Context: an optimization exercise on an open-source flow, tuned for small area. The choices shown serve that exercise and are no tape-out recipe. At most, simulation tests tie the RTL to the original design; equivalence was not proved.

==> run a: inputs <==
// top
module top (
    input  logic              		clk,
    input  logic              		rst_n,
    input  logic              		valid_in_dac,    
    input  logic signed [15 : 0]    audio_in,        
    input  logic              		valid_in_adc,    
    input  logic              		sdm_in,          
    output logic              		valid_out_dac,
    output logic              		sdm_out,
    output logic              		valid_out_adc,
    output logic signed [15 : 0]    audio_out
);
  logic valid_out_dac_int;
  logic sdm_out_int;
  logic valid_out_adc_int;
  logic signed [15 : 0] audio_out_int;
  sdm_dac_1st dac_1st_order (
      .clk       (clk),
      .rst_n     (rst_n),
      .valid_in  (valid_in_dac),
      .din       (audio_in),
      .valid_out (valid_out_dac_int),
      .dout      (sdm_out_int)
  );
  assign valid_out_dac = valid_out_dac_int;
  assign sdm_out       = sdm_out_int;
  assign valid_out_adc = valid_out_adc_int;
  assign audio_out     = audio_out_int;
  sdm_adc_art adc_art (
      .clk       (clk),
      .rst_n     (rst_n),
      .valid_in  (valid_in_adc),
      .din       (sdm_in),
      .valid_out (valid_out_adc_int),
      .dout      (audio_out_int)
  );
endmodule
export LEC_CHECK = 0
export ABC_AREA = 1
export CAP_MARGIN = 20
export CORE_MARGIN = 2
export CORE_UTILIZATION = 40
export CTS_BUF_LIST = sky130_fd_sc_hd__clkbuf_8
export SLEW_MARGIN = 20
create_clock -name core_clock -period 20.0 [get_ports {clk}]
standard.sh (not shown) runs the stock make flow with config.mk's settings and CLKGATE_MAP_FILE= SYNTH_SCRIPT=/design/flow/synth_recipe.tcl, a recipe that flattens the netlist after the stock synthesis.
==> flow/flow/run.sh <==
#!/bin/bash
# The standard layout with these changes: the port buffers are the
# smallest buffer cell, clock tree synthesis adds no dummy loads, and after
# floorplanning OpenROAD's restructure re-maps the combinational logic for
# area (flow/restructure.tcl). Logs here: standard.log (make), filter_lib.log,
# restructure_abc.log; ORFS's own logs are under orfs/logs.
set -euo pipefail
export RUN_DIR="$PWD"
export BUFFER_PORTS_ARGS="-buffer_cell sky130_fd_sc_hd__buf_1"
export POST_FLOORPLAN_TCL="$PWD/flow/restructure.tcl"
export CTS_ARGS="-sink_clustering_enable -repair_clock_nets -buf_list sky130_fd_sc_hd__clkbuf_8 -dont_use_dummy_load"
bash standard.sh > standard.log 2>&1
==> flow/flow/filter_lib.py <==
"""Write a copy of the platform's liberty without the cells the platform marks
don't-use, for the logic restructuring step (which reads a liberty file itself)."""
import sys, re
src, dst = sys.argv[1], sys.argv[2]
dont = set(sys.argv[3].split())
text = open(src).read()
out, i, dropped = [], 0, 0


pos = 0
pat = re.compile(r'\n(\s*)cell\s*\(\s*"?(\w+)"?\s*\)\s*\{')
while True:
    m = pat.search(text, pos)
    if not m:
        out.append(text[pos:])
        break
    # find the end of this cell group by brace counting
    depth, j = 1, m.end()
    while depth:
        c = text[j]
        if c == '{':
            depth += 1
        elif c == '}':
            depth -= 1
        j += 1
    if m.group(2) in dont:
        out.append(text[pos:m.start()])
        dropped += 1
    else:
        out.append(text[pos:j])
    pos = j
open(dst, 'w').write(''.join(out))
print(f"dropped {dropped} cells")
==> flow/flow/restructure.tcl <==
# Area recovery on the combinational logic between registers (registers and
# ports untouched), mapped onto the platform's cells minus its don't-use list.
set rmp_dir $::env(RESULTS_DIR)/rmp
file mkdir $rmp_dir
set rmp_lib $rmp_dir/rmp.lib
exec python3 [file join [file dirname [info script]] filter_lib.py] \
  [lindex $::env(LIB_FILES) 0] $rmp_lib $::env(DONT_USE_CELLS) \
  > $::env(RUN_DIR)/filter_lib.log 2>@1
restructure -target area -liberty_file $rmp_lib \
  -tielo_port sky130_fd_sc_hd__conb_1/LO -tiehi_port sky130_fd_sc_hd__conb_1/HI \
  -work_dir $rmp_dir -abc_logfile $::env(RUN_DIR)/restructure_abc.log
==> run b: changes against run a <==
--- a/flow/design.v
+++ b/flow/design.v
@@ -10,29 +10,27 @@
     logic [15:0] u;
     logic [16:0] z;    
     logic        s;
     assign s = acc[17];
     assign u = {~din[15], din[14:0]};
-    logic sv;
-    assign sv = s & valid_in;
     always_comb begin
-        z[0] = ~s & valid_in;
+        z[0] = ~s;
         for (int i = 0; i < 16; i++) begin
             z[i+1] = z[i] & ~u[i];
-            y[i]   = (u[i] & valid_in) ^ z[i];
+            y[i]   = u[i] ^ z[i];
         end
-        y[16] = sv | z[16];
-        y[17] = sv | z[16];
+        y[16] = s | z[16];
+        y[17] = s | z[16];
     end
     dac_sum add (.acc(acc), .y(y), .t(t));
     always_ff @(posedge clk or negedge rst_n) begin
         if (!rst_n) begin
             acc       <= '0;
             valid_out <= 1'b0;
         end else begin
             valid_out <= valid_in;
-            acc <= t;
+            if (valid_in) acc <= t;
         end
     end
     assign dout = s;
 endmodule
 module dac_sum (
@@ -140,17 +138,17 @@
     output logic [4:0] blk         
 );
     logic [3:0] cnt, cnt_n;
     logic [4:0] blk_n;
     assign take = valid_in & (cnt == 4'd15);
-    inc4 ic (.x(cnt), .ci(1'b1), .y(cnt_n));
-    inc5 ib (.x(blk), .ci(din), .y(blk_n));
+    inc4 ic (.x(cnt), .ci(valid_in), .y(cnt_n));
+    inc5 ib (.x(blk), .ci(din & valid_in), .y(blk_n));
     always_ff @(posedge clk or negedge rst_n) begin
         if (!rst_n) begin
             cnt <= 4'd0;
             blk <= 5'b11000;   
-        end else if (valid_in) begin
+        end else begin
             cnt <= cnt_n;
             if (take) blk <= {4'b1100, din};
             else      blk <= blk_n;
         end
     end
@@ -204,11 +202,11 @@
     localparam logic [1:0] IDLE = 2'd0, WAIT = 2'd1, SW1 = 2'd2, SW2 = 2'd3;
     logic [3:0]  n, ph_n, wp_n, kc, k;
     logic        late, run, elig, x_a, y_a, x_b, y_b, use_ring, en, isy, load, f;
     logic [4:0]  o;
     inc4 iph (.x(ph), .ci(1'b1), .y(ph_n));
-    inc4 iwp (.x(wp), .ci(1'b1), .y(wp_n));
+    inc4 iwp (.x(wp), .ci(take), .y(wp_n));
     assign n    = {wp[3:2], 2'b11};
     assign late = v1 | v2;
     assign run  = st[1];
     sub4 skc (.x(n), .y(ph), .d(kc));
     assign elig = run & (kc != 4'd1) & (kc != 4'd2) & (kc != 4'd3) & (kc != 4'd13);
@@ -238,12 +236,12 @@
             clr     <= 1'b1;
         end else begin
             ph <= ph_n;
             v1 <= take;
             v2 <= v1;
+            wp <= wp_n;
             if (take) begin
-                wp      <= wp_n;
                 hold    <= blk;
                 if (wp == 4'd15) wrapped <= 1'b1;
             end
             if (ph == 4'd15) clr <= 1'b0;
             if (take)     px <= (wp[1:0] == 2'd0) | (wp[1:0] == 2'd1);
==> flow/flow/run.sh (replaced) <==
#!/bin/bash
# The standard layout with two changes: the port buffers are the smallest
# buffer cell, and clock tree synthesis adds no dummy loads. Each tool's full
# output stays in ORFS's own logs; make's output goes to standard.log here.
set -euo pipefail
export BUFFER_PORTS_ARGS="-buffer_cell sky130_fd_sc_hd__buf_1"
export RECOVER_POWER=100
export CTS_ARGS="-sink_clustering_enable -repair_clock_nets -buf_list sky130_fd_sc_hd__clkbuf_8 -dont_use_dummy_load"
bash standard.sh > standard.log 2>&1
==> flow/config.mk (replaced) <==
export PLATFORM = sky130hd
export DESIGN_NAME = top
export DESIGN_NICKNAME = top
export VERILOG_FILES = /design/flow/design.v
export SDC_FILE = /design/flow/constraint.sdc
export NUM_CORES = 4
export LEC_CHECK = 0
export CAP_MARGIN = 20
export CORE_MARGIN = 2
export CORE_UTILIZATION = 40
export CTS_BUF_LIST = sky130_fd_sc_hd__clkbuf_8
export SLEW_MARGIN = 20
removed: flow/flow/filter_lib.py
removed: flow/flow/restructure.tcl
==> run c: changes against run a <==
--- a/flow/design.v
+++ b/flow/design.v
@@ -10,29 +10,27 @@
     logic [15:0] u;
     logic [16:0] z;    
     logic        s;
     assign s = acc[17];
     assign u = {~din[15], din[14:0]};
-    logic sv;
-    assign sv = s & valid_in;
     always_comb begin
-        z[0] = ~s & valid_in;
+        z[0] = ~s;
         for (int i = 0; i < 16; i++) begin
             z[i+1] = z[i] & ~u[i];
-            y[i]   = (u[i] & valid_in) ^ z[i];
+            y[i]   = u[i] ^ z[i];
         end
-        y[16] = sv | z[16];
-        y[17] = sv | z[16];
+        y[16] = s | z[16];
+        y[17] = s | z[16];
     end
     dac_sum add (.acc(acc), .y(y), .t(t));
     always_ff @(posedge clk or negedge rst_n) begin
         if (!rst_n) begin
             acc       <= '0;
             valid_out <= 1'b0;
         end else begin
             valid_out <= valid_in;
-            acc <= t;
+            if (valid_in) acc <= t;
         end
     end
     assign dout = s;
 endmodule
 module dac_sum (
@@ -140,17 +138,17 @@
     output logic [4:0] blk         
 );
     logic [3:0] cnt, cnt_n;
     logic [4:0] blk_n;
     assign take = valid_in & (cnt == 4'd15);
-    inc4 ic (.x(cnt), .ci(1'b1), .y(cnt_n));
-    inc5 ib (.x(blk), .ci(din), .y(blk_n));
+    inc4 ic (.x(cnt), .ci(valid_in), .y(cnt_n));
+    inc5 ib (.x(blk), .ci(din & valid_in), .y(blk_n));
     always_ff @(posedge clk or negedge rst_n) begin
         if (!rst_n) begin
             cnt <= 4'd0;
             blk <= 5'b11000;   
-        end else if (valid_in) begin
+        end else begin
             cnt <= cnt_n;
             if (take) blk <= {4'b1100, din};
             else      blk <= blk_n;
         end
     end
@@ -204,11 +202,11 @@
     localparam logic [1:0] IDLE = 2'd0, WAIT = 2'd1, SW1 = 2'd2, SW2 = 2'd3;
     logic [3:0]  n, ph_n, wp_n, kc, k;
     logic        late, run, elig, x_a, y_a, x_b, y_b, use_ring, en, isy, load, f;
     logic [4:0]  o;
     inc4 iph (.x(ph), .ci(1'b1), .y(ph_n));
-    inc4 iwp (.x(wp), .ci(1'b1), .y(wp_n));
+    inc4 iwp (.x(wp), .ci(take), .y(wp_n));
     assign n    = {wp[3:2], 2'b11};
     assign late = v1 | v2;
     assign run  = st[1];
     sub4 skc (.x(n), .y(ph), .d(kc));
     assign elig = run & (kc != 4'd1) & (kc != 4'd2) & (kc != 4'd3) & (kc != 4'd13);
@@ -238,12 +236,12 @@
             clr     <= 1'b1;
         end else begin
             ph <= ph_n;
             v1 <= take;
             v2 <= v1;
+            wp <= wp_n;
             if (take) begin
-                wp      <= wp_n;
                 hold    <= blk;
                 if (wp == 4'd15) wrapped <= 1'b1;
             end
             if (ph == 4'd15) clr <= 1'b0;
             if (take)     px <= (wp[1:0] == 2'd0) | (wp[1:0] == 2'd1);
@@ -291,26 +289,26 @@
             one3  = enx & ((~o[4] & (o != 5'd0)) | (o == 5'b11000));
             e_neg = ~o[4];
         end
     end
     assign neg3 = one3 & (e_neg ^ cneg);
-    logic [15:0] m, t;
-    logic [16:0] ap;
+    logic [16:0] cx;
+    logic [17:0] m, t;
     logic [14:0] m3, t3;
     logic [15:0] a3;
     logic [18:0] pp;         
-    assign m  = two ? {c, 1'b0} : one ? {1'b0, c} : 16'd0;
-    assign t  = m ^ {16{neg}};
-    assign ap = {en & ~neg, t};
-    assign pp = isy ? {2'b00, ap} : {ap, a3[13:12]};
+    assign cx = isy ? {2'b00, c} : {c, 2'b00};
+    assign m  = two ? {cx, 1'b0} : one ? {1'b0, cx} : 18'd0;
+    assign t  = m ^ {18{neg}};
+    assign pp = {en & ~neg, t};
     assign m3 = one3 ? c : 15'd0;
     assign t3 = m3 ^ {15{neg3}};
     assign a3 = {enx & ~neg3, t3};
     logic [31:0] sum, kload;
-    fir_sum add (.acc(acc), .a3({a3[15:14], 2'b00, a3[11:0]}), .pp(pp), .neg12(neg & isy), .neg14(neg & ~isy),
+    fir_sum add (.acc(acc), .a3(a3), .pp(pp), .neg12(neg), .neg14(1'b0),
                  .neg3(neg3), .sum(sum));
-    localparam logic [31:0] KSTEP  = 32'h40000000 + 32'h10000000 + 32'h00008000;
+    localparam logic [31:0] KSTEP  = 32'h40000000 + 32'h40000000 + 32'h00008000;
     localparam logic [31:0] KBASE  = 32'd0 - 32'd15 * KSTEP;
     localparam logic [31:0] KFIRST = 32'd0 - 32'd3 * KSTEP + 32'd692 * 2048;
     assign kload = clr ? KFIRST :
                    KBASE + (wrapped ? 32'd0 : (wp[3] ^ wp[2]) ? 32'd5177 * 2048 : 32'd692 * 2048);
     always_ff @(posedge clk) begin
@@ -474,19 +472,19 @@
   assign e_c11 = (acc[10] | a3[10]) & (acc[10] | e_c10) & (a3[10] | e_c10);
   assign sum[10] = e_s11;
   assign e_s12 = acc[11] ^ a3[11] ^ e_c11;
   assign e_c12 = (acc[11] | a3[11]) & (acc[11] | e_c11) & (a3[11] | e_c11);
   assign sum[11] = e_s12;
-  assign e_s13 = acc[12] ^ pp[0] ^ neg12;
-  assign e_c13 = (acc[12] | pp[0]) & (acc[12] | neg12) & (pp[0] | neg12);
-  assign e_s14 = e_c12 ^ e_s13;
-  assign e_c14 = e_c12 & e_s13;
+  assign e_s13 = acc[12] ^ a3[12] ^ pp[0];
+  assign e_c13 = (acc[12] | a3[12]) & (acc[12] | pp[0]) & (a3[12] | pp[0]);
+  assign e_s14 = neg12 ^ e_c12 ^ e_s13;
+  assign e_c14 = (neg12 | e_c12) & (neg12 | e_s13) & (e_c12 | e_s13);
   assign sum[12] = e_s14;
-  assign e_s15 = acc[13] ^ pp[1] ^ e_c13;
-  assign e_c15 = (acc[13] | pp[1]) & (acc[13] | e_c13) & (pp[1] | e_c13);
-  assign e_s16 = e_c14 ^ e_s15;
-  assign e_c16 = e_c14 & e_s15;
+  assign e_s15 = acc[13] ^ a3[13] ^ pp[1];
+  assign e_c15 = (acc[13] | a3[13]) & (acc[13] | pp[1]) & (a3[13] | pp[1]);
+  assign e_s16 = e_c13 ^ e_c14 ^ e_s15;
+  assign e_c16 = (e_c13 | e_c14) & (e_c13 | e_s15) & (e_c14 | e_s15);
   assign sum[13] = e_s16;
   assign e_s17 = acc[14] ^ a3[14] ^ pp[2];
   assign e_c17 = (acc[14] | a3[14]) & (acc[14] | pp[2]) & (a3[14] | pp[2]);
   assign e_s18 = neg14 ^ e_c15 ^ e_c16;
   assign e_c18 = (neg14 | e_c15) & (neg14 | e_c16) & (e_c15 | e_c16);
==> flow/flow/run.sh (replaced) <==
#!/bin/bash
# The standard layout with two changes: the port buffers are the smallest
# buffer cell, and clock tree synthesis adds no dummy loads. Each tool's full
# output stays in ORFS's own logs; make's output goes to standard.log here.
set -euo pipefail
export BUFFER_PORTS_ARGS="-buffer_cell sky130_fd_sc_hd__buf_1"
export CTS_ARGS="-sink_clustering_enable -repair_clock_nets -buf_list sky130_fd_sc_hd__clkbuf_8 -dont_use_dummy_load"
bash standard.sh > standard.log 2>&1
==> flow/config.mk (replaced) <==
export PLATFORM = sky130hd
export DESIGN_NAME = top
export DESIGN_NICKNAME = top
export VERILOG_FILES = /design/flow/design.v
export SDC_FILE = /design/flow/constraint.sdc
export NUM_CORES = 4
export LEC_CHECK = 0
export CAP_MARGIN = 20
export CORE_MARGIN = 2
export CORE_UTILIZATION = 40
export CTS_BUF_LIST = sky130_fd_sc_hd__clkbuf_8
export SLEW_MARGIN = 20
removed: flow/flow/filter_lib.py
removed: flow/flow/restructure.tcl
==> impl_metrics.json <==
{
  "status": "no timing/DRC/antenna violations",
  "maxCapViolCount": 0,
  "hold_path.startpoint": "adc_art.inst2.ring[42]",
  "endpoint": "adc_art.inst2.acc[30]"
}
Source of the figures above: run a

==> impl_metrics.json <==
{
  "status": "no timing/DRC/antenna violations",
  "hold_path.startpoint": "adc_art.inst2.ring[30]",
  "maxCapViolCount": 0,
  "endpoint": "adc_art.inst2.acc[31]"
}
Source of the figures above: run c

==> impl_metrics.json <==
{
  "status": "failed layout checks",
  "check-failures": "max-capacitance violations, max-slew violations",
  "slew_violations": 83,
  "maxCapViolCount": 2
}
Source of the figures above: run b

Only the layout flow was run in run a and run c; the RTL was not checked for function there.

[port drivers added, routing unchanged]
In the flow no input, the clock included, has a driving cell. The finished layouts below were timed again as built, in two steps.
Step 1, drivers: a clkbuf_16 drives clk and a buf_2 each remaining input, both assumed.
Step 2, shift: input delay + t, output delay - t, t = (earliest + latest rising clock arrival at the registers) / 2. This alone moves slack from input paths to output paths.
a / b / c = ideal ports / drivers / drivers and shift; a / b = the first two.
run | shift t [ns] | setup slack, ns | hold WS [ns] | worst register clock-pin slew, ns
run a | 0.466 | 6.303 / 6.303 / 6.303 | 0.303 / 0.303 / 0.303 | 0.09 / 0.09
run b | 0.467 | 6.161 / 6.161 / 6.161 | 0.310 / 0.310 / 0.310 | 0.10 / 0.10
run c | 0.460 | 6.113 / 6.113 / 6.113 | 0.304 / 0.304 / 0.304 | 0.10 / 0.10
